Background: an optimization exercise with open tools, aiming at small area, a short achievable clock period and few clock cycles. Do not read the settings as production practice. No run shown here included a check of the RTL's function; only the layout flow was run. No activity file was given, so power comes from the tool's default toggle rates.

==> flow/design.v <==
module fft_csa26 (input [25:0] a, input [25:0] b, input [25:0] c,
                  output [25:0] s, output [25:0] y);
    wire [25:0] m = (a & b) | (a & c) | (b & c);
    assign s = a ^ b ^ c;
    assign y = {m[24:0], 1'b0};
endmodule
module fft_odd_tree (input [15:0] xu, input nu, input [15:0] xv, input nv,
                     output [25:0] s, output [25:0] c);
    wire [15:0] yu = xu ^ {16{nu}};
    wire [15:0] yv = xv ^ {16{nv}};
    wire [15:0] fp = {~yu[15], yu[14:0]};
    wire [15:0] fn = { yu[15], ~yu[14:0]};
    wire [15:0] gp = {~yv[15], yv[14:0]};
    wire [15:0] gn = { yv[15], ~yv[14:0]};
    wire [25:0] t0 = {fp, 10'b0};           
    wire [25:0] t1 = {4'b0, fn, 6'b0};      
    wire [25:0] t2 = {6'b0, fn, 4'b0};      
    wire [25:0] t3 = {9'b0, fp, 1'b0};      
    wire [25:0] t4 = {1'b0, gp, 9'b0};      
    wire [25:0] t5 = {3'b0, gn, 7'b0};      
    wire [25:0] t6 = {7'b0, gp, 3'b0};      
    wire [25:0] k  = nu ? (nv ? 26'h093060a : 26'h0930482)
                        : (nv ? 26'h0930258 : 26'h09300d0);
    wire [25:0] s1, y1, s2, y2, s3, y3, s4, y4, s5, y5;
    fft_csa26 c1 (t0, t1, t2, s1, y1);
    fft_csa26 c2 (t3, t4, t5, s2, y2);
    fft_csa26 c3 (s1, y1, s2, s3, y3);
    fft_csa26 c4 (y2, t6, k,  s4, y4);
    fft_csa26 c5 (s3, y3, s4, s5, y5);
    fft_csa26 c6 (s5, y5, y4, s, c);
endmodule
module fft_p724 #(parameter [25:0] K = 26'h0) (input [15:0] x, output [25:0] s, output [25:0] c);
    wire [15:0] f = {~x[15], x[14:0]};
    wire [25:0] t0 = {1'b0, f, 9'b0};
    wire [25:0] t1 = {3'b0, f, 7'b0};
    wire [25:0] t2 = {4'b0, f, 6'b0};
    wire [25:0] t3 = {6'b0, f, 4'b0};
    wire [25:0] t4 = {8'b0, f, 2'b0};
    wire [25:0] s1, y1, s2, y2, s3, y3;
    fft_csa26 c1 (t0, t1, t2, s1, y1);
    fft_csa26 c2 (t3, t4, K,  s2, y2);
    fft_csa26 c3 (s1, y1, s2, s3, y3);
    fft_csa26 c4 (s3, y3, y2, s, c);
endmodule
module fft_t724 (input [15:0] xr, input [15:0] xi, input w6,
                 output [25:0] sr, output [25:0] cr, output [25:0] si, output [25:0] ci);
    wire [25:0] pas, pac, pbs, pbc;
    fft_p724 #(26'h295fffe) pa (xr, pas, pac);
    fft_p724 #(26'h2960000) pb (xi, pbs, pbc);
    wire [25:0] ar_s = pas ^ {26{w6}}, ar_c = pac ^ {26{w6}};
    wire [25:0] u1, v1;
    fft_csa26 c1 (pbs, pbc, ar_s, u1, v1);
    wire [25:0] u2, v2;
    fft_csa26 c2 (u1, {v1[25:1], ~w6}, ar_c, u2, v2);
    assign sr = u2;
    assign cr = {v2[25:1], ~w6};
    wire [25:0] bi_s = pbs ^ {26{w6}}, bi_c = pbc ^ {26{w6}};
    wire [25:0] u3, v3;
    fft_csa26 c3 (~pas, ~pac, bi_s, u3, v3);
    wire [25:0] u4, v4;
    fft_csa26 c4 (u3, {v3[25:1], w6}, bi_c, u4, v4);
    assign si = u4;
    assign ci = {v4[25:1], w6};
endmodule
module FFT16_RTL (
    input             clk,
    input             reset,
    input             load_en,
    input      [31:0] serial_data_in,
    output reg [31:0] serial_data_out,
    output reg        data_out_valid,
    output reg        fft_done,
    output reg        fft_core_en
);
    reg [3:0]  idx;                       
    wire       g8    = idx[3];
    wire       g12   = idx[3] & idx[2];
    wire       xlast = load_en & (idx == 4'd15);
    always @(posedge clk) begin
        if (reset) idx <= 4'd0;
        else if (load_en) idx <= idx + 4'd1;
    end
    reg [31:0] Alo0, Alo1, Alo2, Alo3;    
    reg [31:0] Ahi0, Ahi1, Ahi2, Ahi3;    
    reg [31:0] B0, B1, B2, B3;            
    reg [31:0] Bd0, Bd1, Bd2, Bd3;        
    reg [31:0] Bt;                        
    wire [15:0] xre = serial_data_in[31:16], xim = serial_data_in[15:0];
    wire [15:0] lre = Alo0[31:16], lim = Alo0[15:0];
    wire [15:0] hre = Ahi0[31:16], him = Ahi0[15:0];
    wire [15:0] s3r = xre + (g8 ? lre : 16'd0) + (g12 ? hre : 16'd0);
    wire [15:0] s3i = xim + (g8 ? lim : 16'd0) + (g12 ? him : 16'd0);
    wire [31:0] sum3 = {s3r, s3i};
    wire [31:0] d1 = {lre - xre, lim - xim};
    wire [15:0] sa = hre ^ ~lre ^ ~xre;
    wire [15:0] ma = (hre & ~lre) | (hre & ~xre) | (~lre & ~xre);
    wire [15:0] sb = him ^ ~lim ^ ~xim;
    wire [15:0] mb = (him & ~lim) | (him & ~xim) | (~lim & ~xim);
    wire [31:0] d2a = {sa - ~{ma[14:0], 1'b1}, sb - ~{mb[14:0], 1'b1}};
    reg       run;
    reg [4:0] pc;
    always @(posedge clk) begin
        if (reset) begin
            run <= 1'b0;
            pc  <= 5'd0;
        end else if (xlast) begin
            run <= 1'b1;
            pc  <= 5'd0;
        end else if (run) begin
            pc <= pc + 5'd1;
            if (pc == 5'd20) run <= 1'b0;
        end
    end
    reg        e2v;
    reg        e2last;                    
    wire [15:0] bre = B0[31:16], bim = B0[15:0];
    wire [15:0] tre = Bt[31:16], tim = Bt[15:0];
    wire [31:0] e2sum = {bre + tre, bim + tim};
    wire [31:0] e2dif = {bre - tre, bim - tim};
    reg [31:0] Min;
    reg        Mv;
    reg        f_a, f_b, f_w, f_p, f_pj;   
    reg        f_sw;                       
    reg        f_na1, f_na2, f_nb1, f_nb2, f_w6;
    reg [6:0]  Mdst;    
    reg [2:0]  k;
    reg [31:0] msrc;
    reg [6:0]  mdst;
    wire ld_s1 = load_en & idx[3];
    wire ld_a3 = run & (pc == 5'd0);
    wire ld_a1 = run & (pc == 5'd1);
    wire ld_b3 = e2v & e2last;
    wire ld_b1 = run & (pc == 5'd3);
    always @(*) begin
        if (ld_s1) begin
            msrc = d1; k = idx[2:0];
            mdst = idx[2] ? 7'b000_0010 : 7'b000_0001;
        end else if (ld_a3) begin
            msrc = Alo3; k = 3'd6; mdst = 7'b000_0100;
        end else if (ld_a1) begin
            msrc = Alo1; k = 3'd2; mdst = 7'b000_1000;
        end else if (ld_b3) begin
            msrc = e2dif; k = 3'd6; mdst = 7'b001_0000;
        end else begin
            msrc = Bd1; k = 3'd2; mdst = 7'b010_0000;
        end
    end
    always @(posedge clk) begin
        if (reset) Mv <= 1'b0;
        else Mv <= ld_s1 | ld_a3 | ld_a1 | ld_b3 | ld_b1;
        Min   <= msrc;
        Mdst  <= mdst;
        f_a   <= k[0];
        f_w   <= (k == 3'd2) | (k == 3'd6);
        f_p   <= (k == 3'd0);
        f_pj  <= (k == 3'd4);
        f_sw  <= (k == 3'd3) | (k == 3'd5);
        f_na1 <= (k != 3'd1);
        f_na2 <= (k == 3'd5);
        f_nb1 <= (k == 3'd7);
        f_nb2 <= (k != 3'd3);
        f_w6  <= (k == 3'd6);
    end
    wire [15:0] mr = Min[31:16], mi = Min[15:0];
    wire [25:0] oas, oac, obs, obc;
    fft_odd_tree ota (.xu(mr), .nu(f_na1), .xv(mi), .nv(f_na2), .s(oas), .c(oac));
    fft_odd_tree otb (.xu(mi), .nu(f_nb1), .xv(mr), .nv(f_nb2), .s(obs), .c(obc));
    wire [25:0] wsr, wcr, wsi, wci;
    fft_t724 wt (.xr(mr), .xi(mi), .w6(f_w6), .sr(wsr), .cr(wcr), .si(wsi), .ci(wci));
    wire sa_r = f_a & ~f_sw, sb_r = f_a & f_sw;
    wire [25:0] csr = ({26{sa_r}} & oas) | ({26{sb_r}} & obs) | ({26{f_w}} & wsr) |
                      ({26{f_p}} & {mr, 10'b0}) | ({26{f_pj}} & {mi, 10'b0});
    wire [25:0] ccr = ({26{sa_r}} & oac) | ({26{sb_r}} & obc) | ({26{f_w}} & wcr);
    wire [25:0] csi = ({26{sb_r}} & oas) | ({26{sa_r}} & obs) | ({26{f_w}} & wsi) |
                      ({26{f_p}} & {mi, 10'b0}) | ({26{f_pj}} & {~mr, 10'b0});
    wire [25:0] cci = ({26{sb_r}} & oac) | ({26{sa_r}} & obc) | ({26{f_w}} & wci) |
                      ({26{f_pj}} & 26'h400);
    reg [25:0] Sr, Cr, Si, Ci;
    reg [6:0]  Tdst;
    always @(posedge clk) begin
        Sr <= csr; Cr <= ccr;
        Si <= csi; Ci <= cci;
        Tdst <= (reset | ~Mv) ? 7'd0 : Mdst;
    end
    wire [25:0] rr = Sr + Cr;
    wire [25:0] ri = Si + Ci;
    wire [31:0] mres = {rr[25:10], ri[25:10]};
    reg [1:0] e2c;
    always @(posedge clk) begin
        if (reset) begin
            e2v <= 1'b0;
            e2c <= 2'd0;
        end else begin
            e2v <= Tdst[1];
            if (e2v) e2c <= e2c + 2'd1;
        end
        e2last <= Tdst[1] & (e2c == 2'd3 - {1'b0, e2v});
    end
    always @(posedge clk) begin
        if (load_en) begin
            Ahi0 <= Ahi1; Ahi1 <= Ahi2; Ahi2 <= Ahi3; Ahi3 <= sum3;
            Alo0 <= Alo1; Alo1 <= Alo2; Alo2 <= Alo3; Alo3 <= g12 ? d2a : Ahi0;
        end else begin
            if (Tdst[3]) Alo1 <= mres;
            if (Tdst[2]) Alo3 <= mres;
        end
        Bt <= mres;
        if (Tdst[0] | e2v) begin
            B0 <= B1; B1 <= B2; B2 <= B3; B3 <= Tdst[0] ? mres : e2sum;
        end
        if (e2v & e2c == 2'd0) Bd0 <= e2dif;
        if (Tdst[5] | (e2v & e2c == 2'd1)) Bd1 <= Tdst[5] ? mres : e2dif;
        if (e2v & e2c == 2'd2) Bd2 <= e2dif;
        if (Tdst[4]) Bd3 <= mres;
    end
    reg        oact;                      
    reg [3:0]  ok;                        
    reg [3:0]  orow;                      
    reg        rj;                        
    reg        xsel, ngr, ngq_r, ngs_r, ngq_i, ngs_i, ngr_i, k2r, kia, kib, kic, olast_n;
    wire [3:0] okn = oact ? ok + 4'd1 : 4'd0;
    wire [1:0] mdn = okn[3:2];            
    wire       rjn = okn[1];
    wire [1:0] nim = {1'b0, mdn[0] ^ rjn} + {1'b0, mdn[0] ^ mdn[1]} + {1'b0, mdn[1]};
    always @(posedge clk) begin
        if (reset) oact <= 1'b0;
        else if (run & pc == 5'd2) oact <= 1'b1;
        else if (ok == 4'd15) oact <= 1'b0;
        ok      <= okn;
        orow    <= 4'b0001 << okn[1:0];
        rj      <= rjn;
        xsel    <= mdn[0];
        ngr     <= mdn[0];
        ngr_i   <= mdn[0] ^ rjn;
        ngq_r   <= mdn[1];
        ngs_r   <= mdn[0] ^ mdn[1];
        ngq_i   <= mdn[0] ^ mdn[1];
        ngs_i   <= mdn[1];
        k2r     <= mdn[0] | mdn[1];
        kia     <= nim != 2'd0;
        kib     <= nim[1];
        kic     <= nim == 2'd3;
        olast_n <= (okn == 4'd15);
    end
    wire [31:0] P = ({32{orow[0]}} & Ahi0) | ({32{orow[1]}} & B0) |
                    ({32{orow[2]}} & Alo0) | ({32{orow[3]}} & Bd0);
    wire [31:0] Q = ({32{orow[0]}} & Ahi1) | ({32{orow[1]}} & B1) |
                    ({32{orow[2]}} & Alo1) | ({32{orow[3]}} & Bd1);
    wire [31:0] R = ({32{orow[0]}} & Ahi2) | ({32{orow[1]}} & B2) |
                    ({32{orow[2]}} & Alo2) | ({32{orow[3]}} & Bd2);
    wire [31:0] S = ({32{orow[0]}} & Ahi3) | ({32{orow[1]}} & B3) |
                    ({32{orow[2]}} & Alo3) | ({32{orow[3]}} & Bd3);
    wire [15:0] ar_ = P[31:16];
    wire [15:0] br_ = (rj ? R[15:0] : R[31:16]) ^ {16{ngr}};
    wire [15:0] cr_ = (xsel ? Q[15:0] : Q[31:16]) ^ {16{ngq_r}};
    wire [15:0] dr_ = (xsel ? S[15:0] : S[31:16]) ^ {16{ngs_r}};
    wire [15:0] ai_ = P[15:0];
    wire [15:0] bi_ = (rj ? R[31:16] : R[15:0]) ^ {16{ngr_i}};
    wire [15:0] ci_ = (xsel ? Q[31:16] : Q[15:0]) ^ {16{ngq_i}};
    wire [15:0] di_ = (xsel ? S[31:16] : S[15:0]) ^ {16{ngs_i}};
    wire [15:0] s1r = ar_ ^ br_ ^ cr_;
    wire [15:0] m1r = (ar_ & br_) | (ar_ & cr_) | (br_ & cr_);
    wire [15:0] c1r = {m1r[14:0], k2r};
    wire [15:0] s1i = ai_ ^ bi_ ^ ci_;
    wire [15:0] m1i = (ai_ & bi_) | (ai_ & ci_) | (bi_ & ci_);
    wire [15:0] c1i = {m1i[14:0], kia};
    wire [15:0] m2r = (s1r & c1r) | (s1r & dr_) | (c1r & dr_);
    wire [15:0] m2i = (s1i & c1i) | (s1i & di_) | (c1i & di_);
    wire [15:0] s2r = s1r ^ c1r ^ dr_;
    wire [15:0] c2r = {m2r[14:0], k2r};
    wire [15:0] s2i = s1i ^ c1i ^ di_;
    wire [15:0] c2i = {m2i[14:0], kib};
    always @(posedge clk) begin
        serial_data_out <= {s2r + c2r, s2i + c2i + {15'd0, kic}};
        if (reset) begin
            data_out_valid <= 1'b0;
            fft_done       <= 1'b0;
            fft_core_en    <= 1'b0;
        end else begin
            data_out_valid <= oact;
            fft_done       <= oact & olast_n;
            if (load_en && idx == 4'd15) fft_core_en <= 1'b1;
            else if (oact & olast_n)     fft_core_en <= 1'b0;
        end
    end
endmodule
==> flow/run.sh <==
#!/bin/bash
# synth_recipe.tcl (not shown) runs the flow's synth.tcl, then flattens the netlist and writes it again
# the make line also repeats each setting of config.mk as NAME=value (left out here)
make -C /OpenROAD-flow-scripts/flow DESIGN_CONFIG=/design/flow/config.mk WORK_HOME=/design/flow/orfs CLKGATE_MAP_FILE= SYNTH_SCRIPT=/design/flow/synth_recipe.tcl finish
==> flow/config.mk <==
export PLATFORM = sky130hd
export DESIGN_NAME = FFT16_RTL
export DESIGN_NICKNAME = FFT16_RTL
export VERILOG_FILES = /design/flow/design.v
export SDC_FILE = /design/flow/constraint.sdc
export NUM_CORES = 8
export LEC_CHECK = 0
export CAP_MARGIN = 20
export CORE_MARGIN = 2
export CORE_UTILIZATION = 60
export CTS_BUF_LIST = sky130_fd_sc_hd__clkbuf_8
export CTS_CLUSTER_DIAMETER = 50
export CTS_CLUSTER_SIZE = 20
export SETUP_SLACK_MARGIN = 5
export SLEW_MARGIN = 30
==> flow/constraint.sdc <==
create_clock -name core_clock -period 10.0 [get_ports {clk}]
set_input_delay 2.0000 -clock core_clock [delete_from_list [all_inputs] [get_ports {clk}]]
set_output_delay 2.0000 -clock core_clock [all_outputs]
set_load 0.01 [all_outputs]
==> impl_metrics.ini, run 1 <==
[floorplanning]
die_w_um = 305
start_util_pct = 60.5
ioPinCount = 70
fp.dieH_um = 305
rows = 110
design.die.area_mm2 = 0.0933
core-area_mm2 = 0.0900

[cts]
cts.path.max_buffers = 3
hold_buffers = 0
cts_tree = yes
cts_buffers = 98
clk_pin_slew_ns = 0.10
insertion_delay_ns = 0.82
h-tree-depth = 3
clock-sinks = 763
cts-root-buf = clkbuf_8

[sta]
final.setup.tns_ns = 0
timing.final.max_slew_violations = 0
slew_headroom_pct = 28.8
fmax_mhz = 204
timing.final.crit_share_pct = 49.0
worst_pin_slew_ns = 1.07
rsz0062_at_grt = yes
hold_viol = 0
fin_skew_ns = 0.0609
finalCriticalPeriod_ns = 4.90
setup_viol = 0
worst_slack_ns = 5.10

[worst_setup_path]
cp-start-kind = flip-flop
worstPathMaxFanout = 14
crit_type = reg2reg
cp-end-kind = flip-flop
crit_required_ns = 10.68
cp.arrival_ns = 5.58

[global_routing]
grt_pass1_wl_um = 249000
antenna_found_initial = 5
grt.overflow.total = 0
grt_usage_pct = 36.0
grt_max_degree = 105
grt_pass1_vias = 39800

[power_and_ir_drop]
p_leak_nw = 24.4
ir_drop_v = 0.0000935
power_density_mw_per_mm2 = 130

[synth]
netlist_area_mm2 = 0.0545
ys_warn_count = 1
async_reset_ff_share_pct = 0
ys_seq_elements = 763
ys.flop_type = edfxtp_1
synth-edff-count = 512
syn_nets = 5941
synthDistinctLibCells = 90
synth_area_per_cell_um2 = 10.7
synth-seq-area-share_pct = 37.4
synth_cells = 5077

[layout]
seq_area_mm2 = 0.0204
multi_input_area_mm2 = 0.0311
fin_nets = 5939
drive_gt1_share_pct = 7.36
n_fill_cell = 7280
final_cells = 6337
areaGrowthSynthToFinish_pct = 8.30

[placed_design]
hpwl_um = 122000
dp_cells = 6129
gp_congestion = 0.948
io_buffers = 69
preCtsSetupSlack_ns = 3.85

[drt]
drt_iter0_drc = 4291
num_vias = 39500
routed_via_density = 6.23
wl_um = 168000
drtAntennaViolNets = 0
drc = 0
dr.pass1.iters = 9
wl_per_cell_um = 26.5

[job]
drv_cap = 0

[outcome]
outcome = complete, no violations

[hold_path]
hp-class = reg2reg
worst max-delay path: stages (launching register included):
cell and delay, ns:
dfxtp_4 0.45, a22oi_2 0.24, nand2_1 0.08, o21ai_0 0.21, xnor2_1 0.13, fa_1 0.52, inv_1 0.05, fa_1 0.45
fa_1 0.43, fa_1 0.48, nor2b_1 0.12, o21ai_0 0.12, a21boi_1 0.21, o21ai_1 0.17, a211oi_2 0.34, nor3_1 0.13
o41ai_1 0.38, a21oi_1 0.14, xnor2_1 0.13
cells in the final DEF (no fill, tap or decap), types with 11 or more instances in the layout:
| master | count |
|---|---|
| a21o_1 | 42 |
| a21oi_1 | 168 |
| a221o_1 | 26 |
| a221oi_1 | 13 |
| a222oi_1 | 24 |
| a22o_1 | 16 |
| a22oi_1 | 251 |
| a31oi_1 | 20 |
| and2_1 | 45 |
| and3_1 | 45 |
| buf_4 | 52 |
| clkbuf_8 | 105 |
| clkdlybuf4s50_1 | 61 |
| dfxtp_1 | 232 |
| dfxtp_2 | 12 |
| edfxtp_1 | 512 |
| fa_1 | 425 |
| ha_1 | 404 |
| inv_1 | 597 |
| inv_2 | 11 |
| inv_6 | 25 |
| inv_8 | 12 |
| mux2_2 | 40 |
| mux2i_1 | 94 |
| nand2_1 | 332 |
| nand2b_1 | 18 |
| nand3_1 | 133 |
| nand4_1 | 11 |
| nor2_1 | 177 |
| nor2b_1 | 39 |
| nor3_1 | 58 |
| o211ai_1 | 27 |
| o21a_1 | 19 |
| o21ai_0 | 241 |
| o21ai_1 | 26 |
| o21bai_1 | 20 |
| o22ai_1 | 64 |
| or3_1 | 25 |
| xnor2_1 | 318 |
| xor2_1 | 170 |
per-layer routing:
| layer | vias to the layer above | GRT usage [%] | share of wire, % |
|---|---|---|---|
| met3 | 327 | 7.88 | 9.9 |
| met2 | 1966 | 56.6 | 45 |
| li1 | 17600 | - | - |
| met4 | 6 | 14.9 | 4.2 |
| met1 | 19600 | 48.6 | 40 |
| met5 | - | 0 | 0.023 |
final timing paths:
check	from	end	slack [ns]	depth (start not counted)
setup / recovery	orow[2]	serial_data_out[14]	5.10	18
hold / removal	Mdst[2]	Tdst[2]	0.42	1
setup reg to reg	orow[2]	serial_data_out[14]	5.10	18
hold reg to reg	Mdst[2]	Tdst[2]	0.42	1
report_power, final:
part	internal (mW)	leakage, nW	switching [mW]	total (mW)
sequential	3.51	6.91	0.114	3.62
combinational	0.580	16.3	0.767	1.35
clock	1.23	1.18	1.48	2.71
total	5.32	24.4	2.36	7.68
stage by stage:
stage / total power [mW] / cell area [um2] / hold slack (ns) / utilization (%)
after floorplan: 4.46 / 54500 / 0.329 / -
after global placement: 4.97 / 56200 / 0.409 / 62.4
after detailed placement: 5.00 / 56200 / 0.411 / 62.4
after CTS: 7.67 / 58700 / 0.431 / 65.3
after global routing: 7.94 / 59000 / 0.445 / 65.6
final: 7.68 / 59000 / 0.425 / 65.6
Yosys cell counts (all sizes together), types with 13 or more instances:
cell type  instances  area [um2]
o21ai            270        1360
fa               425        8510
ha               404        5050
xor2             172        1520
edfxtp           512       15400
a221o             26         260
clkbuf           197         739
a211oi            13         103
a31oi             21         131
a21oi            177         901
a222oi            24         240
nand2b            18         113
and2              48         300
inv              600        2250
mux2              43         488
nor2             178         671
dfxtp            251        5020
a21o              42         315
o21a              19         143
or3               25         156
o21bai            20         150
nor3              58         290
and3              45         282
o211ai            27         203
a22o              16         140
o22ai             64         400
a22oi            256        1920
a221oi            13         114
nand3            133         666
nand2            333        1250
buf               46         181
mux2i             94         941
nor2b             39         244
xnor2            318        2790
final cells by class:
cell class                 instances  area share [%]
multi-input combinational       3470            52.6
clock inverter                    82            1.50
antenna                            1         0.00424
clock buffer                     103            2.40
inverter                         601            3.82
sequential                       763            34.6
tap                             1176            2.49
timing repair buffer             141            2.51
cell families (layout without fill, tap and decap cells):
logic type / count (synthesis) / in the layout / share of synthesized area, %
flip-flops: 763 / 763 / 37.4
AND/OR/NAND/NOR: 929 / 929 / 7.99
adder cells (fa/ha/maj): 837 / 837 / 25.0
AO/OA/AOI/OAI: 1077 / 1077 / 13.2
multiplexers: 137 / 137 / 2.62
buffers and inverters: 844 / 927 / 5.83
XOR/XNOR: 490 / 490 / 7.90
other: 0 / 1 / 0
timing repair:
action / CTS / global route
pin swaps: 4 / 15
setup buffers: 8 / 12
setup endpoints to repair: 27 / 24
resized for setup: 25 / 36
==> run 2, diff against run 1 <==
==> flow/flow/run.sh (new file) <==
#!/bin/bash
set -euo pipefail
bash standard.sh SETUP_SLACK_MARGIN=6.0 finish > standard.log 2>&1
==> flow/standard.sh (new file) <==
#!/bin/bash
# synth_recipe.tcl (not shown) runs the flow's synth.tcl, then flattens the netlist and writes it again
# the make line also repeats each setting of config.mk as NAME=value (left out here)
make -C /OpenROAD-flow-scripts/flow DESIGN_CONFIG=/design/flow/config.mk WORK_HOME=/design/flow/orfs CLKGATE_MAP_FILE= SYNTH_SCRIPT=/design/flow/synth_recipe.tcl "${@:-finish}"
removed: flow/run.sh
==> impl_metrics.ini, run 2 <==
[drt]
drtAntennaViolNets = 0
wl_met2_um = 80200
num_vias = 39900
routed_via_density = 6.18
highest_layer = met5
drt_iter0_drc = 4774
met1Wirelength_um = 67800
wl_um = 170000
dr.pass1.iters = 8
drc = 0
wl_per_cell_um = 26.4
route.met3.wl_um = 15800

[sta]
finalCriticalPeriod_ns = 4.46
fmax_mhz = 224
timing.final.crit_share_pct = 44.6
slew_headroom_pct = 32.3
holdWs_ns = 0.413
final.setup.tns_ns = 0
timing.final.max_slew_violations = 0
setup_viol = 0
hold_viol = 0
fin_skew_ns = 0.0841
worst_pin_slew_ns = 1.01
worst_slack_ns = 5.54
rsz0062_at_grt = yes

[global_routing]
grt_usage_pct = 36.5
antenna_found_initial = 3
grt_pass1_vias = 40000
grt_pass1_wl_um = 252000
grt_max_degree = 103
grt.overflow.total = 0

[synth]
yosys-top-cells-area = edfxtp_1, fa_1, ha_1
synthDistinctLibCells = 90
synth_cells = 5077
netlist_area_mm2 = 0.0545
ys_seq_elements = 763
synth-edff-count = 512
ys.flop_type = edfxtp_1
synth_area_per_cell_um2 = 10.7
synth-seq-area-share_pct = 37.4
yosysMostFrequentCell = inv_1
yosysTopAreaCellShare_pct = 28.2
syn_nets = 5941
synth_top_cell_by_area = edfxtp_1
ys_warn_count = 1
async_reset_ff_share_pct = 0
synth_common_cells = inv_1, edfxtp_1, fa_1

[placed_design]
gp_congestion = 0.925
dp_cells = 6140
dpl-instance-area_mm2 = 0.0567
preCtsSetupSlack_ns = 4.16
hpwl_um = 123000
io_buffers = 69

[worst_setup_path]
crit_type = reg2reg
crit_required_ns = 10.75
cp-end-kind = flip-flop
cp-start-kind = flip-flop
cp.arrival_ns = 5.21
worstPathMaxFanout = 7

[cts]
clock-sinks = 763
cts_buffers = 102
clk_pin_slew_ns = 0.09
cts.path.max_buffers = 3
h-tree-depth = 3
cts_tree = yes
insertion_delay_ns = 0.82
cts-root-buf = clkbuf_8
hold_buffers = 0

[power_and_ir_drop]
power_density_mw_per_mm2 = 131
p_total_mw = 8.13
p_leak_nw = 25.5
ir_drop_v = 0.000106

[layout]
drive_gt1_share_pct = 14.8
post-route-util_pct = 69.0
fin_nets = 6059
final_cell_mix = inv_1, edfxtp_1, fa_1, ha_1, nand2_1
layout_commonest_cell = inv_1
final_cells = 6461
areaGrowthSynthToFinish_pct = 14.0
postLayoutCellArea_mm2 = 0.0621

[job]
drv_cap = 0

[outcome]
outcome = complete, no violations

[hold_path]
hp-class = reg2reg

[floorplanning]
core-area_mm2 = 0.0900
design.die.area_mm2 = 0.0933
rows = 110
start_util_pct = 60.5
ioPinCount = 70
die_w_um = 305
fp.dieH_um = 305
## run 2: cell counts after synthesis
No cell type changed its count.
## run 2: power by group
part           switching, mW  leakage (nW)  internal [mW]
sequential             0.103          6.92           3.50
clock                   1.49          1.22           1.35
combinational          0.904          17.3          0.773
## run 2: worst paths after layout
path	cells after the start	slack [ns]	endpoint	start
max	19	5.54	serial_data_out[30]	orow[3]
min	0	0.41	B2[18]	B3[18]
max reg2reg	19	5.54	serial_data_out[30]	orow[3]
min reg2reg	0	0.41	B2[18]	B3[18]
## run 2: worst max-delay path, cell delays in order (launching register included)
cell and delay [ns]:
dfxtp_4 0.39, buf_16 0.15, buf_8 0.12, buf_6 0.11
a22oi_2 0.28, nand2_1 0.09, o21ai_1 0.15, xnor2_1 0.15
fa_1 0.47, fa_1 0.51, fa_2 0.39, a21o_1 0.21
a21oi_2 0.19, o21bai_2 0.10, a211oi_2 0.25, or3_4 0.20
a31oi_4 0.13, a21o_1 0.24, a21oi_2 0.15, xnor2_1 0.12
## run 2: area by class of cell
type | count | area (um2)
multi-input combinational | 3470 | 32600
clock inverter | 86 | 997
tap | 1176 | 1470
clock buffer | 106 | 1460
timing repair buffer | 257 | 2810
inverter | 601 | 2300
sequential | 763 | 20500
fill | 6888 | 27900
antenna | 2 | 5.00
## run 2: cell families after synthesis
group	synth area share, %
flip-flops	37.4
adder cells (fa/ha/maj)	25.0
AND/OR/NAND/NOR	7.99
AO/OA/AOI/OAI	13.2
buffers and inverters	5.83
XOR/XNOR	7.90
multiplexers	2.62
## run 2: per-layer routing
| metal | global-route usage (%) | vias up |
|---|---|---|
| li1 | - | 17900 |
| met5 | 0 | - |
| met3 | 6.86 | 324 |
| met4 | 13.0 | 2 |
| met1 | 49.0 | 19900 |
| met2 | 59.6 | 1869 |
## run 2: what timing repair did
item	CTS	global route
pin swaps	98	82
setup endpoints to repair	145	67
resized for setup	287	143
endpoints found under the hold margin	0	0
gates cloned	11	0
buffers inserted	62	54
==> run 3, diff against run 2 <==
--- a/flow/design.v
+++ b/flow/design.v
@@ -115,7 +115,6 @@
     reg        e2last;                    
     wire [15:0] bre = B0[31:16], bim = B0[15:0];
     wire [15:0] tre = Bt[31:16], tim = Bt[15:0];
-    wire [31:0] e2sum = {bre + tre, bim + tim};
     wire [31:0] e2dif = {bre - tre, bim - tim};
     reg [31:0] Min;
     reg        Mv;
@@ -195,23 +194,6 @@
             if (e2v) e2c <= e2c + 2'd1;
         end
         e2last <= Tdst[1] & (e2c == 2'd3 - {1'b0, e2v});
-    end
-    always @(posedge clk) begin
-        if (load_en) begin
-            Ahi0 <= Ahi1; Ahi1 <= Ahi2; Ahi2 <= Ahi3; Ahi3 <= sum3;
-            Alo0 <= Alo1; Alo1 <= Alo2; Alo2 <= Alo3; Alo3 <= g12 ? d2a : Ahi0;
-        end else begin
-            if (Tdst[3]) Alo1 <= mres;
-            if (Tdst[2]) Alo3 <= mres;
-        end
-        Bt <= mres;
-        if (Tdst[0] | e2v) begin
-            B0 <= B1; B1 <= B2; B2 <= B3; B3 <= Tdst[0] ? mres : e2sum;
-        end
-        if (e2v & e2c == 2'd0) Bd0 <= e2dif;
-        if (Tdst[5] | (e2v & e2c == 2'd1)) Bd1 <= Tdst[5] ? mres : e2dif;
-        if (e2v & e2c == 2'd2) Bd2 <= e2dif;
-        if (Tdst[4]) Bd3 <= mres;
     end
     reg        oact;                      
     reg [3:0]  ok;                        
@@ -270,8 +252,11 @@
     wire [15:0] c2r = {m2r[14:0], k2r};
     wire [15:0] s2i = s1i ^ c1i ^ di_;
     wire [15:0] c2i = {m2i[14:0], kib};
-    always @(posedge clk) begin
-        serial_data_out <= {s2r + c2r, s2i + c2i + {15'd0, kic}};
+    wire [15:0] sum_r = (oact ? s2r : bre) + (oact ? c2r : tre);
+    wire [15:0] sum_i = (oact ? s2i : bim) + (oact ? c2i : tim) + {15'd0, oact & kic};
+    wire [31:0] e2sum = {sum_r, sum_i};
+    always @(posedge clk) begin
+        serial_data_out <= {sum_r, sum_i};
         if (reset) begin
             data_out_valid <= 1'b0;
             fft_done       <= 1'b0;
@@ -283,4 +268,21 @@
             else if (oact & olast_n)     fft_core_en <= 1'b0;
         end
     end
-endmodule
+    always @(posedge clk) begin
+        if (load_en) begin
+            Ahi0 <= Ahi1; Ahi1 <= Ahi2; Ahi2 <= Ahi3; Ahi3 <= sum3;
+            Alo0 <= Alo1; Alo1 <= Alo2; Alo2 <= Alo3; Alo3 <= g12 ? d2a : Ahi0;
+        end else begin
+            if (Tdst[3]) Alo1 <= mres;
+            if (Tdst[2]) Alo3 <= mres;
+        end
+        Bt <= mres;
+        if (Tdst[0] | e2v) begin
+            B0 <= B1; B1 <= B2; B2 <= B3; B3 <= Tdst[0] ? mres : e2sum;
+        end
+        if (e2v & e2c == 2'd0) Bd0 <= e2dif;
+        if (Tdst[5] | (e2v & e2c == 2'd1)) Bd1 <= Tdst[5] ? mres : e2dif;
+        if (e2v & e2c == 2'd2) Bd2 <= e2dif;
+        if (Tdst[4]) Bd3 <= mres;
+    end
+endmodule
==> flow/run.sh (new file) <==
#!/bin/bash
# synth_recipe.tcl (not shown) runs the flow's synth.tcl, then flattens the netlist and writes it again
# the make line also repeats each setting of config.mk as NAME=value (left out here)
make -C /OpenROAD-flow-scripts/flow DESIGN_CONFIG=/design/flow/config.mk WORK_HOME=/design/flow/orfs CLKGATE_MAP_FILE= SYNTH_SCRIPT=/design/flow/synth_recipe.tcl finish
removed: flow/flow/run.sh
removed: flow/standard.sh
==> impl_metrics.ini, run 3 <==
[outcome]
outcome = complete, no violations

[worst_setup_path]
crit_required_ns = 10.53
worst-path-stages = 19
r2r-end = B3[15]
worstPathMaxFanout = 8
r2r_slack_ns = 4.76
r2r-start = orow[0]
worst-path-buf-inv = 1
crit_top_cell = o21ai_2
worstRegToRegCells = 19
cp-start-kind = flip-flop
critPathMaxStageDelay_ns = 0.57
path_cells = buf_12, a22oi_2, nand2_1, o21ai_2, xnor2_2, fa_1, fa_1, nand2_1, o21ai_2, fa_2, a211oi_2, nor2_2, o41a_1, a41o_1, o41ai_4, o21ai_2, a31oi_1, xnor2_1, mux2_2
cp-end-kind = flip-flop
cp-endpoint = B3[15]
crit_type = reg2reg
crit_family = compound AO/OA/AOI/OAI gates
cp.arrival_ns = 5.77
critPathSlowestCell = fa_1
crit_path_start = orow[0]

[sta]
rsz0062_at_grt = yes
worst_pin_slew_ns = 1.03
setup_viol = 0
slew_headroom_pct = 30.7
fin_skew_ns = 0.0527
hold_viol = 0
timing.final.crit_share_pct = 52.4
timing.final.max_slew_violations = 0
finalCriticalPeriod_ns = 5.24
fmax_mhz = 191
final.setup.tns_ns = 0

[power_and_ir_drop]
power_density_mw_per_mm2 = 120
p_total_mw = 7.15
p_leak_nw = 24.9
ir_drop_v = 0.000116

[layout]
areaGrowthSynthToFinish_pct = 10.9
final_cell_mix = inv_1, edfxtp_1, fa_1, ha_1, nand2_1
layout_commonest_cell = inv_1
drive_gt1_share_pct = 10.7
fin_nets = 5840

[floorplanning]
die_w_um = 304
core-area_mm2 = 0.0888
start_util_pct = 60.7
rows = 109
ioPinCount = 70
fp.dieH_um = 304
design.die.area_mm2 = 0.0923

[synth]
ys_seq_elements = 763
synth-seq-area-share_pct = 37.8
yosysMostFrequentCell = inv_1
ys_warn_count = 1
netlist_area_mm2 = 0.0539
ys.flop_type = edfxtp_1
yosys-top-cells-area = edfxtp_1, fa_1, dfxtp_1
synth_top_cell_by_area = edfxtp_1
async_reset_ff_share_pct = 0
yosysTopAreaCellShare_pct = 28.5
synthDistinctLibCells = 77
syn_nets = 5785
synth-edff-count = 512
synth_area_per_cell_um2 = 10.9
synth_common_cells = inv_1, edfxtp_1, fa_1
synth_cells = 4953

[placed_design]
io_buffers = 69
hpwl_um = 117000
gp_congestion = 0.926

[drt]
drtAntennaViolNets = 0
dr.pass1.iters = 6
drc = 0
num_vias = 39000
drt_iter0_drc = 3938
routed_via_density = 6.24
wl_per_cell_um = 26.5
wl_um = 166000

[global_routing]
grt.overflow.total = 0
grt_pass1_vias = 38800
grt_max_degree = 123
grt_usage_pct = 35.6
antenna_found_initial = 4
grt_pass1_wl_um = 245000

[cts]
clk_pin_slew_ns = 0.10
h-tree-depth = 3
hold_buffers = 0
clock-sinks = 763
cts-root-buf = clkbuf_8
cts.path.max_buffers = 3
cts_buffers = 98
cts_tree = yes
insertion_delay_ns = 0.79

[job]
drv_cap = 0

[hold_path]
hp-class = reg2reg
==> run 3: what timing repair did <==
item                       CTS  global route
setup endpoints to repair   58            28
cloned                       6             2
setup buffers               27            28
resized for setup           83           104
pin swaps                   37            64
hold endpoints to repair     0             0
==> run 3: through the flow <==
stage	std cells	utilization [%]	worst slack, ns	hold slack, ns	cell area (um2)
floorplan	4953	-	5.01	0.329	54000
global placement	6010	62.8	3.57	0.412	55700
detailed placement	6010	62.8	3.50	0.413	55800
CTS	6228	66.5	4.95	0.433	59000
global route	6259	67.3	4.71	0.443	59800
finish	6261	67.3	4.76	0.429	59800
==> run 3: worst min path at each step <==
| stage | slack (ns) | start | end | depth (start not counted) |
|---|---|---|---|---|
| 2_1_floorplan | 0.33 | f_w | Ci[2] | 0 |
| 3_3_place_gp | 0.41 | Mdst[3] | Tdst[3] | 1 |
| 3_5_place_dp | 0.41 | Mdst[5] | Tdst[5] | 1 |
| 4_1_cts | 0.43 | Mdst[5] | Tdst[5] | 1 |
| 5_1_grt | 0.44 | Mdst[2] | Tdst[2] | 1 |
| 6_report | 0.43 | Mdst[0] | Tdst[0] | 1 |
==> run 3: logic make-up (layout without fill, tap and decap cells) <==
logic type	count (synthesis)	after routing	synth area share, %
compound gates	1025	1025	12.9
simple gates	890	890	7.72
buf+inv	813	953	5.66
fa+ha+maj	802	802	24.5
flops	763	763	37.8
xor+xnor	453	453	7.36
mux	207	207	4.04
other cells	0	3	0
==> run 3: area by class of cell <==
type / instances / area [um2]
Sequential cell: 763 / 20400
Multi-Input combinational cell: 3377 / 31100
Clock buffer: 101 / 1390
Inverter: 580 / 2180
Antenna cell: 3 / 7.51
Tap cell: 1165 / 1460
Fill cell: 6939 / 29000
Timing Repair Buffer: 188 / 2130
Clock inverter: 84 / 1030
==> run 3: metal layers <==
layer	wire, um	global-route usage, %	vias up
li1	-	-	17400
met1	67000	48.9	19400
met2	77000	57.1	1910
met3	15900	7.08	328
met4	5860	11.4	2
met5	12	0	-
==> run 3: power breakdown <==
group | switching [mW] | internal (mW) | total (mW)
Combinational | 0.475 | 0.343 | 0.818
Clock | 1.49 | 1.32 | 2.81
Sequential | 0.0771 | 3.44 | 3.52
==> run 4, diff against run 3 <==
==> flow/flow/run.sh (new file) <==
#!/bin/bash
set -euo pipefail
bash standard.sh SETUP_SLACK_MARGIN=5.8 finish > standard.log 2>&1
==> flow/standard.sh (new file) <==
#!/bin/bash
# synth_recipe.tcl (not shown) runs the flow's synth.tcl, then flattens the netlist and writes it again
# the make line also repeats each setting of config.mk as NAME=value (left out here)
make -C /OpenROAD-flow-scripts/flow DESIGN_CONFIG=/design/flow/config.mk WORK_HOME=/design/flow/orfs CLKGATE_MAP_FILE= SYNTH_SCRIPT=/design/flow/synth_recipe.tcl "${@:-finish}"
removed: flow/run.sh
==> impl_metrics.ini, run 4 <==
[outcome]
outcome = complete, no violations

[power_and_ir_drop]
power_density_mw_per_mm2 = 119
internal_power_mw = 5.23
pwr-share-comb_pct = 12.4
pwr-share-seq_pct = 48.2
p_sw_share_pct = 28.4
pwr-share-clk_pct = 39.4
ir_drop_v = 0.000106
p_leak_nw = 25.5
switching_power_mw = 2.08
p_total_mw = 7.31

[drt]
dr.pass1.iters = 7
wl_um = 169000
drtAntennaViolNets = 0
routed_via_density = 6.24
num_vias = 39500
wl_per_cell_um = 26.7
drt_iter0_drc = 3997
drc = 0

[global_routing]
antenna_found_initial = 6
grt_most_used_layer = met2
met3_usage_pct = 7.95
grt_usage_pct = 36.1
grt_pass1_vias = 39600
grt_pass1_wl_um = 248000
grt.overflow.total = 0
met1_usage_pct = 48.8
grt_max_degree = 120
grtUsageMet2_pct = 57.7

[cts]
hold_buffers = 0
cts_tree = yes
clk_pin_slew_ns = 0.09
h-tree-depth = 3
cts-root-buf = clkbuf_8
clock-sinks = 763
cts.path.max_buffers = 3
insertion_delay_ns = 0.80
cts_buffers = 103

[sta]
fmax_mhz = 198
finalCriticalPeriod_ns = 5.05
worst_slack_ns = 4.95
worst_pin_slew_ns = 1.06
fin_skew_ns = 0.0425
final.setup.tns_ns = 0
timing.final.max_slew_violations = 0
rsz0062_at_grt = yes
setup_viol = 0
timing.final.crit_share_pct = 50.5
hold_viol = 0
slew_headroom_pct = 29.0

[synth]
yosysTopAreaCellShare_pct = 28.5
ys_warn_count = 1
synth_common_cells = inv_1, edfxtp_1, fa_1
synth-seq-area-share_pct = 37.8
ys_seq_elements = 763
yosysMostFrequentCell = inv_1
yosys-top-cells-area = edfxtp_1, fa_1, dfxtp_1
ys.flop_type = edfxtp_1
synthDistinctLibCells = 77
synth_area_per_cell_um2 = 10.9
syn_nets = 5785
synth-edff-count = 512
synth_top_cell_by_area = edfxtp_1
synth_cells = 4953
async_reset_ff_share_pct = 0
netlist_area_mm2 = 0.0539

[floorplanning]
rows = 109
fp.dieH_um = 304
core-area_mm2 = 0.0888
die_w_um = 304
start_util_pct = 60.7
design.die.area_mm2 = 0.0923
ioPinCount = 70

[worst_setup_path]
crit_type = reg2reg
cp-start-kind = flip-flop
cp.arrival_ns = 5.59
worstPathMaxFanout = 5
cp-end-kind = flip-flop
crit_required_ns = 10.54

[placed_design]
io_buffers = 69
gp_congestion = 0.943
preCtsSetupSlack_ns = 3.85
hpwl_um = 119000

[job]
drv_cap = 0

[layout]
drive_gt1_share_pct = 15.2
final_cell_mix = inv_1, edfxtp_1, fa_1, ha_1, nand2_1
layout_commonest_cell = inv_1
fin_nets = 5909
areaGrowthSynthToFinish_pct = 13.8

[hold_path]
hp-class = reg2reg
==> run 4: cell counts after synthesis <==
Identical to the previous run, type by type.
==> run 4: layout make-up <==
class | count | area (um2)
clock buffer | 108 | 1490
clock inverter | 86 | 1020
timing repair buffer | 252 | 2650
inverter | 580 | 2220
multi-input combinational | 3377 | 32000
antenna | 4 | 10.0
fill | 6667 | 27400
sequential | 763 | 20500
tap | 1165 | 1460
==> run 4: final timing paths <==
path	depth (start not counted)	slack, ns	endpoint	startpoint
setup / recovery	19	4.95	B3[15]	orow[2]
hold reg to reg	1	0.43	Tdst[4]	Mdst[4]
setup reg to reg	19	4.95	B3[15]	orow[2]
hold / removal	1	0.43	Tdst[4]	Mdst[4]
==> run 4: power by group through the flow <==
| stage | combinational, mW | sequential, mW | clock, mW |
|---|---|---|---|
| after floorplan | 0.547 | 3.56 | 0 |
| after global placement | 0.771 | 3.59 | 0 |
| after detailed placement | 0.784 | 3.59 | 0 |
| after CTS | 0.857 | 3.52 | 2.90 |
| after global routing | 0.993 | 3.53 | 3.02 |
| final | 0.910 | 3.52 | 2.88 |
==> run 4: timing repair <==
action                                  4_1_cts  5_1_grt
gates cloned                                  4        2
setup buffers                                83       42
resized for setup                           240      141
pin swaps                                    99      100
endpoints found under the setup margin      146       92
==> run 4: kinds of logic after synthesis <==
group / after synthesis / synth area share [%]
muxes: 207 / 4.04
buffers and inverters: 813 / 5.66
AOI/OAI and AO/OA: 1025 / 12.9
and+or+nand+nor: 890 / 7.72
xor gates and xnor gates: 453 / 7.36
DFF: 763 / 37.8
adders and majority gates: 802 / 24.5
==> run 4: stage by stage <==
stage,std cells,hold WS (ns),utilization [%],area [um2]
CTS,6287,0.436,68.0,60400
global placement,6006,0.407,63.1,56000
global route,6335,0.453,69.1,61300
finish,6335,0.433,69.1,61300
floorplan,4953,0.329,-,54500
detailed placement,6006,0.413,63.1,56000
==> run 4: worst max-delay path: stages, from the launching register on <==
cell and delay (ns):
dfxtp_4 0.38, buf_12 0.14, buf_6 0.11, a22oi_2 0.21, nand3_1 0.14, o21ai_1 0.15, xor2_1 0.22, fa_1 0.43
fa_1 0.46, a21oi_2 0.18, ha_1 0.28, a211oi_2 0.27, nor2_2 0.10, o41a_1 0.35, a41o_1 0.27, o41ai_4 0.42
o21ai_2 0.12, a31oi_1 0.20, xnor2_1 0.10, mux2_2 0.26
==> run 4: metal layers <==
metal	vias up	part of all wire, %
met4	2	4.0
met5	-	0.092
met1	19600	40
met2	1978	46
met3	364	10
li1	17600	-
==> run 5, diff against run 4 <==
--- a/flow/design.v
+++ b/flow/design.v
@@ -29,38 +29,26 @@
     fft_csa26 c5 (s3, y3, s4, s5, y5);
     fft_csa26 c6 (s5, y5, y4, s, c);
 endmodule
-module fft_p724 #(parameter [25:0] K = 26'h0) (input [15:0] x, output [25:0] s, output [25:0] c);
-    wire [15:0] f = {~x[15], x[14:0]};
-    wire [25:0] t0 = {1'b0, f, 9'b0};
-    wire [25:0] t1 = {3'b0, f, 7'b0};
-    wire [25:0] t2 = {4'b0, f, 6'b0};
-    wire [25:0] t3 = {6'b0, f, 4'b0};
-    wire [25:0] t4 = {8'b0, f, 2'b0};
+module fft_m724 (input [17:0] v, output [25:0] s, output [25:0] c);
+    wire [17:0] f = {~v[17], v[16:0]};
+    wire [25:0] t0 = {f[16:0], 9'b0};
+    wire [25:0] t1 = {1'b0, f, 7'b0};
+    wire [25:0] t2 = {2'b0, f, 6'b0};
+    wire [25:0] t3 = {4'b0, f, 4'b0};
+    wire [25:0] t4 = {6'b0, f, 2'b0};
     wire [25:0] s1, y1, s2, y2, s3, y3;
     fft_csa26 c1 (t0, t1, t2, s1, y1);
-    fft_csa26 c2 (t3, t4, K,  s2, y2);
+    fft_csa26 c2 (t3, t4, 26'h2580000, s2, y2);
     fft_csa26 c3 (s1, y1, s2, s3, y3);
     fft_csa26 c4 (s3, y3, y2, s, c);
 endmodule
 module fft_t724 (input [15:0] xr, input [15:0] xi, input w6,
                  output [25:0] sr, output [25:0] cr, output [25:0] si, output [25:0] ci);
-    wire [25:0] pas, pac, pbs, pbc;
-    fft_p724 #(26'h295fffe) pa (xr, pas, pac);
-    fft_p724 #(26'h2960000) pb (xi, pbs, pbc);
-    wire [25:0] ar_s = pas ^ {26{w6}}, ar_c = pac ^ {26{w6}};
-    wire [25:0] u1, v1;
-    fft_csa26 c1 (pbs, pbc, ar_s, u1, v1);
-    wire [25:0] u2, v2;
-    fft_csa26 c2 (u1, {v1[25:1], ~w6}, ar_c, u2, v2);
-    assign sr = u2;
-    assign cr = {v2[25:1], ~w6};
-    wire [25:0] bi_s = pbs ^ {26{w6}}, bi_c = pbc ^ {26{w6}};
-    wire [25:0] u3, v3;
-    fft_csa26 c3 (~pas, ~pac, bi_s, u3, v3);
-    wire [25:0] u4, v4;
-    fft_csa26 c4 (u3, {v3[25:1], w6}, bi_c, u4, v4);
-    assign si = u4;
-    assign ci = {v4[25:1], w6};
+    wire [17:0] r = {{2{xr[15]}}, xr}, i = {{2{xi[15]}}, xi};
+    wire [17:0] vr = (r ^ {18{w6}}) + i + {17'd0, w6};       
+    wire [17:0] vi = (i ^ {18{w6}}) - r + {17'd0, w6};       
+    fft_m724 mr_ (vr, sr, cr);
+    fft_m724 mi_ (vi, si, ci);
 endmodule
 module FFT16_RTL (
     input             clk,
@@ -115,6 +103,7 @@
     reg        e2last;                    
     wire [15:0] bre = B0[31:16], bim = B0[15:0];
     wire [15:0] tre = Bt[31:16], tim = Bt[15:0];
+    wire [31:0] e2sum = {bre + tre, bim + tim};
     wire [31:0] e2dif = {bre - tre, bim - tim};
     reg [31:0] Min;
     reg        Mv;
@@ -194,6 +183,23 @@
             if (e2v) e2c <= e2c + 2'd1;
         end
         e2last <= Tdst[1] & (e2c == 2'd3 - {1'b0, e2v});
+    end
+    always @(posedge clk) begin
+        if (load_en) begin
+            Ahi0 <= Ahi1; Ahi1 <= Ahi2; Ahi2 <= Ahi3; Ahi3 <= sum3;
+            Alo0 <= Alo1; Alo1 <= Alo2; Alo2 <= Alo3; Alo3 <= g12 ? d2a : Ahi0;
+        end else begin
+            if (Tdst[3]) Alo1 <= mres;
+            if (Tdst[2]) Alo3 <= mres;
+        end
+        Bt <= mres;
+        if (Tdst[0] | e2v) begin
+            B0 <= B1; B1 <= B2; B2 <= B3; B3 <= Tdst[0] ? mres : e2sum;
+        end
+        if (e2v & e2c == 2'd0) Bd0 <= e2dif;
+        if (Tdst[5] | (e2v & e2c == 2'd1)) Bd1 <= Tdst[5] ? mres : e2dif;
+        if (e2v & e2c == 2'd2) Bd2 <= e2dif;
+        if (Tdst[4]) Bd3 <= mres;
     end
     reg        oact;                      
     reg [3:0]  ok;                        
@@ -252,11 +258,8 @@
     wire [15:0] c2r = {m2r[14:0], k2r};
     wire [15:0] s2i = s1i ^ c1i ^ di_;
     wire [15:0] c2i = {m2i[14:0], kib};
-    wire [15:0] sum_r = (oact ? s2r : bre) + (oact ? c2r : tre);
-    wire [15:0] sum_i = (oact ? s2i : bim) + (oact ? c2i : tim) + {15'd0, oact & kic};
-    wire [31:0] e2sum = {sum_r, sum_i};
-    always @(posedge clk) begin
-        serial_data_out <= {sum_r, sum_i};
+    always @(posedge clk) begin
+        serial_data_out <= {s2r + c2r, s2i + c2i + {15'd0, kic}};
         if (reset) begin
             data_out_valid <= 1'b0;
             fft_done       <= 1'b0;
@@ -268,21 +271,4 @@
             else if (oact & olast_n)     fft_core_en <= 1'b0;
         end
     end
-    always @(posedge clk) begin
-        if (load_en) begin
-            Ahi0 <= Ahi1; Ahi1 <= Ahi2; Ahi2 <= Ahi3; Ahi3 <= sum3;
-            Alo0 <= Alo1; Alo1 <= Alo2; Alo2 <= Alo3; Alo3 <= g12 ? d2a : Ahi0;
-        end else begin
-            if (Tdst[3]) Alo1 <= mres;
-            if (Tdst[2]) Alo3 <= mres;
-        end
-        Bt <= mres;
-        if (Tdst[0] | e2v) begin
-            B0 <= B1; B1 <= B2; B2 <= B3; B3 <= Tdst[0] ? mres : e2sum;
-        end
-        if (e2v & e2c == 2'd0) Bd0 <= e2dif;
-        if (Tdst[5] | (e2v & e2c == 2'd1)) Bd1 <= Tdst[5] ? mres : e2dif;
-        if (e2v & e2c == 2'd2) Bd2 <= e2dif;
-        if (Tdst[4]) Bd3 <= mres;
-    end
-endmodule
+endmodule
==> flow/flow/run.sh (replaced) <==
#!/bin/bash
set -euo pipefail
bash standard.sh SETUP_SLACK_MARGIN=6.5 finish > standard.log 2>&1
==> impl_metrics.ini, run 5 <==
[outcome]
outcome = complete, no violations

[layout]
final_cell_mix = edfxtp_1, inv_1, nand2_1, ha_1, xnor2_1
layout_commonest_cell = edfxtp_1
areaGrowthSynthToFinish_pct = 20.1
multi_input_area_mm2 = 0.0345
seq_area_mm2 = 0.0203
drive_gt1_share_pct = 22.0
fin_nets = 6116
n_fill_cell = 6270

[sta]
worst_slack_ns = 4.81
rsz0062_at_grt = yes
timing.final.max_slew_violations = 0
fin_skew_ns = 0.0432
timing.final.crit_share_pct = 51.9
final.setup.tns_ns = 0
slew_headroom_pct = 22.8
setup_viol = 0
hold_viol = 0
fmax_mhz = 193
worst_pin_slew_ns = 1.15
finalCriticalPeriod_ns = 5.19

[cts]
cts-root-buf = clkbuf_8
cts.path.max_buffers = 3
clock-sinks = 754
insertion_delay_ns = 0.80
clk_pin_slew_ns = 0.08
cts_buffers = 96
cts_tree = yes
h-tree-depth = 3
hold_buffers = 0

[floorplanning]
ioPinCount = 70
start_util_pct = 60.6
core-area_mm2 = 0.0885
rows = 109
fp.dieH_um = 303
die_w_um = 303
design.die.area_mm2 = 0.0918

[worst_setup_path]
r2r_slack_ns = 4.81
crit_required_ns = 10.67
crit_type = reg2reg
cp-end-kind = flip-flop
cp.arrival_ns = 5.86
r2r-start = f_w6
worstPathMaxFanout = 8
cp-start-kind = flip-flop
worstRegToRegCells = 22
r2r-end = Si[19]

[synth]
ys_seq_elements = 754
ys_warn_count = 1
synth_top_cell_by_area = edfxtp_1
syn_nets = 5879
ys.flop_type = edfxtp_1
yosysMostFrequentCell = edfxtp_1
synth_area_per_cell_um2 = 10.5
yosysTopAreaCellShare_pct = 28.7
synth_common_cells = edfxtp_1, inv_1, ha_1
synth_cells = 5110
async_reset_ff_share_pct = 0
synth-edff-count = 512
yosys-top-cells-area = edfxtp_1, fa_1, ha_1
synthDistinctLibCells = 93
netlist_area_mm2 = 0.0536
synth-seq-area-share_pct = 37.7

[global_routing]
grt.overflow.total = 0
grt_usage_pct = 39.2
grt_max_degree = 70
antenna_found_initial = 10
grt_pass1_vias = 42300
grt_pass1_wl_um = 263000

[hold_path]
hp-class = reg2reg
hold_depth = 0
min_from = B3[11]
min_to = B2[11]

[placed_design]
io_buffers = 69
preCtsSetupSlack_ns = 4.09
gp_congestion = 0.993
hpwl_um = 122000

[drt]
drtAntennaViolNets = 0
drc = 0
routed_via_density = 6.37
drt_iter0_drc = 4461
wl_per_cell_um = 27.5
num_vias = 42000
dr.pass1.iters = 18
wl_um = 182000

[power_and_ir_drop]
power_density_mw_per_mm2 = 127
p_total_mw = 8.18
ir_drop_v = 0.0000960
p_leak_nw = 25.6

[job]
drv_cap = 0
-- run 5: cell types whose count changed in the layout (fill, tap and decap cells not counted), sizes merged, moves of 55 or more --
cell / delta
a22oi: +62
buf: +146
fa: -91
inv: -96
nand2: +65
nor2: +55
o21ai: +63
xnor2: +121
-- run 5: critical path, stage by stage (launching register included) --
cell and delay [ns]:
dfxtp_4 0.37, buf_12 0.15, inv_2 0.05, ha_4 0.26
inv_1 0.05, ha_2 0.19, fa_2 0.35, a21oi_2 0.14
nor2b_1 0.08, a311o_1 0.41, o31a_1 0.34, buf_4 0.17
buf_6 0.11, a21o_1 0.17, a21oi_4 0.18, xnor2_4 0.23
xnor2_2 0.17, xnor2_2 0.17, fa_1 0.52, inv_1 0.06
fa_2 0.52, o22ai_1 0.08, a221o_1 0.30
-- run 5: layer usage --
metal | GRT usage, % | part of all wire, %
met5 | 0 | 0
met3 | 7.04 | 9.8
met2 | 63.7 | 46
met1 | 50.5 | 38
met4 | 19.8 | 5.8
-- run 5: timing repair --
| action | in CTS | in global routing |
|---|---|---|
| pin swaps | 264 | 187 |
| resized for setup | 636 | 208 |
| setup endpoints to repair | 229 | 219 |
| cloned | 10 | 1 |
| buffers inserted | 179 | 63 |
-- run 5: cell type report --
cell class	count	area share (%)
Multi-Input combinational cell	3618	53.5
Sequential cell	754	31.5
Timing Repair Buffer	391	6.20
Inverter	486	2.96
Tap cell	1165	2.26
Clock buffer	97	2.07
Clock inverter	85	1.51
Antenna cell	3	0.0117
-- run 5: worst max-delay path by stage --
stage	from	endpoint	slack, ns
2_1_floorplan	f_w6	Si[21]	5.10
3_3_place_gp	serial_data_in[17]	Alo3[31]	4.07
3_5_place_dp	serial_data_in[17]	Alo3[31]	4.09
4_1_cts	f_w6	Si[21]	4.87
5_1_grt	f_w6	Si[21]	4.70
6_report	f_w6	Si[19]	4.81
-- run 5: logic make-up after synthesis --
family          Yosys count  synth area share, %
compound gates         1135                 14.3
xor+xnor                531                 8.81
fa+ha+maj               752                 22.1
buf+inv                 738                 5.18
flops                   754                 37.7
mux                     140                 2.71
simple gates           1060                 9.21
-- run 5: through the flow --
| stage | hold WS (ns) | cell area [um2] | cells | utilization [%] |
|---|---|---|---|---|
| after floorplan | 0.406 | 54700 | 5110 | - |
| after global placement | 0.408 | 56200 | 6161 | 63.5 |
| after detailed placement | 0.410 | 56200 | 6161 | 63.5 |
| after CTS | 0.420 | 62900 | 6532 | 71.0 |
| after global routing | 0.448 | 64400 | 6599 | 72.7 |
| final | 0.426 | 64400 | 6599 | 72.7 |
-- run 5: report_power, final --
| group | leakage (nW) | internal, mW | switching, mW |
|---|---|---|---|
| logic | 17.6 | 0.855 | 1.01 |
| registers | 6.84 | 3.49 | 0.0936 |
| clock network | 1.16 | 1.24 | 1.49 |
| total | 25.6 | 5.58 | 2.60 |
==> run 6, diff against run 5 <==
==> flow/flow/run.sh (replaced) <==
#!/bin/bash
set -euo pipefail
bash standard.sh SETUP_SLACK_MARGIN=6.0 finish > standard.log 2>&1
==> impl_metrics.ini, run 6 <==
[outcome]
outcome = complete, no violations

[sta]
fin_skew_ns = 0.0759
hold_viol = 0
worst_pin_slew_ns = 1.11
final.setup.tns_ns = 0
timing.final.max_slew_violations = 0
fmax_mhz = 196
rsz0062_at_grt = yes
setup_viol = 0
finalCriticalPeriod_ns = 5.10
slew_headroom_pct = 25.5
timing.final.crit_share_pct = 51.0

[hold_path]
hp-class = reg2reg
hold_depth = 0

[worst_setup_path]
worstPathMaxFanout = 10
crit_required_ns = 10.64
cp-end-kind = flip-flop
worst-path-stages = 21
critPathMaxStageDelay_ns = 0.52
path_cells = buf_12, buf_12, xor2_1, ha_2, fa_2, a21oi_2, nor2b_2, a311o_1, o31a_1, a311o_1, a21o_1, xnor2_2, inv_2, ha_4, inv_2, xnor2_2, fa_2, inv_1, fa_1, o22ai_1, a221o_1
cp-start-kind = flip-flop
cp.arrival_ns = 5.74
worstRegToRegCells = 21
crit_type = reg2reg
crit_family = adder cells
critPathSlowestCell = fa_2
worst-path-buf-inv = 5

[layout]
areaGrowthSynthToFinish_pct = 16.6
fin_nets = 6066
postLayoutCellArea_mm2 = 0.0625
final_cell_mix = edfxtp_1, inv_1, nand2_1, ha_1, xnor2_1
drive_gt1_share_pct = 17.6
layout_commonest_cell = edfxtp_1

[global_routing]
grt.overflow.total = 0
grt_max_degree = 80
grt_pass1_wl_um = 257000
antenna_found_initial = 4
grt_pass1_vias = 41300
grt_usage_pct = 38.2

[synth]
yosysTopAreaCellShare_pct = 28.7
synth-seq-area-share_pct = 37.7
synth_area_per_cell_um2 = 10.5
syn_nets = 5879
synth-edff-count = 512
synth_cells = 5110
synth_common_cells = edfxtp_1, inv_1, ha_1
yosys-top-cells-area = edfxtp_1, fa_1, ha_1
async_reset_ff_share_pct = 0
yosysMostFrequentCell = edfxtp_1
synth_top_cell_by_area = edfxtp_1
synthDistinctLibCells = 93
ys_seq_elements = 754
netlist_area_mm2 = 0.0536
ys.flop_type = edfxtp_1
ys_warn_count = 1

[cts]
cts_tree = yes
insertion_delay_ns = 0.81
cts_buffers = 100
h-tree-depth = 3
cts-root-buf = clkbuf_8
clk_pin_slew_ns = 0.09
hold_buffers = 0
clock-sinks = 754
cts.path.max_buffers = 3

[power_and_ir_drop]
internal_power_mw = 5.48
pwr-share-clk_pct = 33.9
p_sw_share_pct = 31.9
power_density_mw_per_mm2 = 129
pwr-share-seq_pct = 44.6
switching_power_mw = 2.57
ir_drop_v = 0.0000957
p_leak_nw = 25.2
pwr-share-comb_pct = 21.5
p_total_mw = 8.05

[drt]
dr.pass1.iters = 26
drt_iter0_drc = 4859
drc = 0
num_vias = 41500
routed_via_density = 6.33
wl_per_cell_um = 27.0
wl_um = 177000
drtAntennaViolNets = 0

[floorplanning]
start_util_pct = 60.6
fp.dieH_um = 303
ioPinCount = 70
core-area_mm2 = 0.0885
die_w_um = 303
rows = 109
design.die.area_mm2 = 0.0918

[placed_design]
dpl-instance-area_mm2 = 0.0560
gp_congestion = 0.957
io_buffers = 69
hpwl_um = 121000

[job]
drv_cap = 0
[run 6: area by class of cell]
cell class | count | area [um2]
sequential | 754 | 20300
timing repair buffer | 337 | 3570
antenna | 1 | 2.50
fill | 6522 | 26000
multi-input combinational | 3618 | 33000
inverter | 486 | 1880
clock buffer | 105 | 1450
clock inverter | 85 | 892
tap | 1165 | 1460
[run 6: per-stage QoR]
step,std cells,utilization [%],hold slack (ns),setup WS [ns]
final,6551,70.6,0.405,4.90
after global routing,6551,70.6,0.405,4.72
after CTS,6499,69.4,0.402,4.90
after floorplan,5110,-,0.406,5.10
after detailed placement,6163,63.2,0.415,4.13
after global placement,6163,63.2,0.409,4.15
[run 6: timing repair]
action / 4_1_cts / 5_1_grt
pin swaps: 162 / 126
buffers inserted: 137 / 50
hold endpoints to repair: 0 / 0
gates cloned: 9 / 1
endpoints found under the setup margin: 211 / 127
resized for setup: 381 / 170
[run 6: worst register-to-register path, delay by kind of cell (launching register included)]
kind | cells | cell delay, ns
AND/OR/NAND/NOR | 1 | 0.06
AO/OA/AOI/OAI | 7 | 1.63
XOR/XNOR | 3 | 0.56
buffers and inverters | 5 | 0.50
flip-flops | 1 | 0.36
adder cells (fa/ha/maj) | 5 | 1.89
[run 6: worst paths after layout]
path          start     end  slack (ns)
max            f_w6  Si[21]        4.90
max reg2reg    f_w6  Si[21]        4.90
min reg2reg  B3[11]  B2[11]        0.40
min          B3[11]  B2[11]        0.40
[run 6: cell families after synthesis]
family | after synthesis | share of synthesized area [%]
buf+inv | 738 | 5.18
fa+ha+maj | 752 | 22.1
flops | 754 | 37.7
mux | 140 | 2.71
simple gates | 1060 | 9.21
compound gates | 1135 | 14.3
xor+xnor | 531 | 8.81
[run 6: power by group through the flow]
stage               Combinational (mW)  Sequential (mW)  Clock [mW]
finish                            1.73             3.59        2.73
global route                      1.85             3.60        2.85
CTS                               1.55             3.58        2.73
floorplan                        0.881             3.65           0
global placement                  1.38             3.65           0
detailed placement                1.40             3.66           0
[run 6: per-layer routing]
metal  up-vias  GRT usage, %  wire (um)  part of all wire [%]
met2      2219          62.7      83300                    47
met3       537          8.10      17300                   9.8
li1      18400             -          -                     -
met4         2          17.9       9560                   5.4
met5         -             0          6                0.0034
met1     20400          48.5      66500                    38

what the ideal ports hide:
The flow's constraints put no driver on any port. The routed layouts listed below were extracted and timed again, unchanged, in two steps. Step 1: set_driving_cell puts a clkbuf_16 on clk and a buf_2 on each other input, an assumption about the parent block. Step 2 times the ports against the registers' clock, not the clock port: input delays grow and output delays shrink by t, the midpoint of the rising clock arrivals with the driver on. a / b / c = no drivers / after step 1 / after step 2; a / b = the first two.
run	t, ns	slack for setup (ns)	worst setup path at the end	worst data-port slew with drivers (ns)
run 1	0.843	5.096 / 5.096 / 4.313	input to register	0.05
run 2	0.847	5.535 / 5.535 / 4.985	input to register	0.08
run 3	0.828	4.761 / 4.761 / 4.346	input to register	0.08
run 4	0.835	4.952 / 4.952 / 4.759	input to register	0.07
run 5	0.847	4.809 / 4.809 / 4.809	register to register	0.20
run 6	0.835	4.896 / 4.896 / 4.769	input to register	0.08
After both steps every run listed still meets setup and hold. For run 1, which loses most, drivers alone change the setup slack by 0.000 ns; drivers and shift together by -0.783 ns.
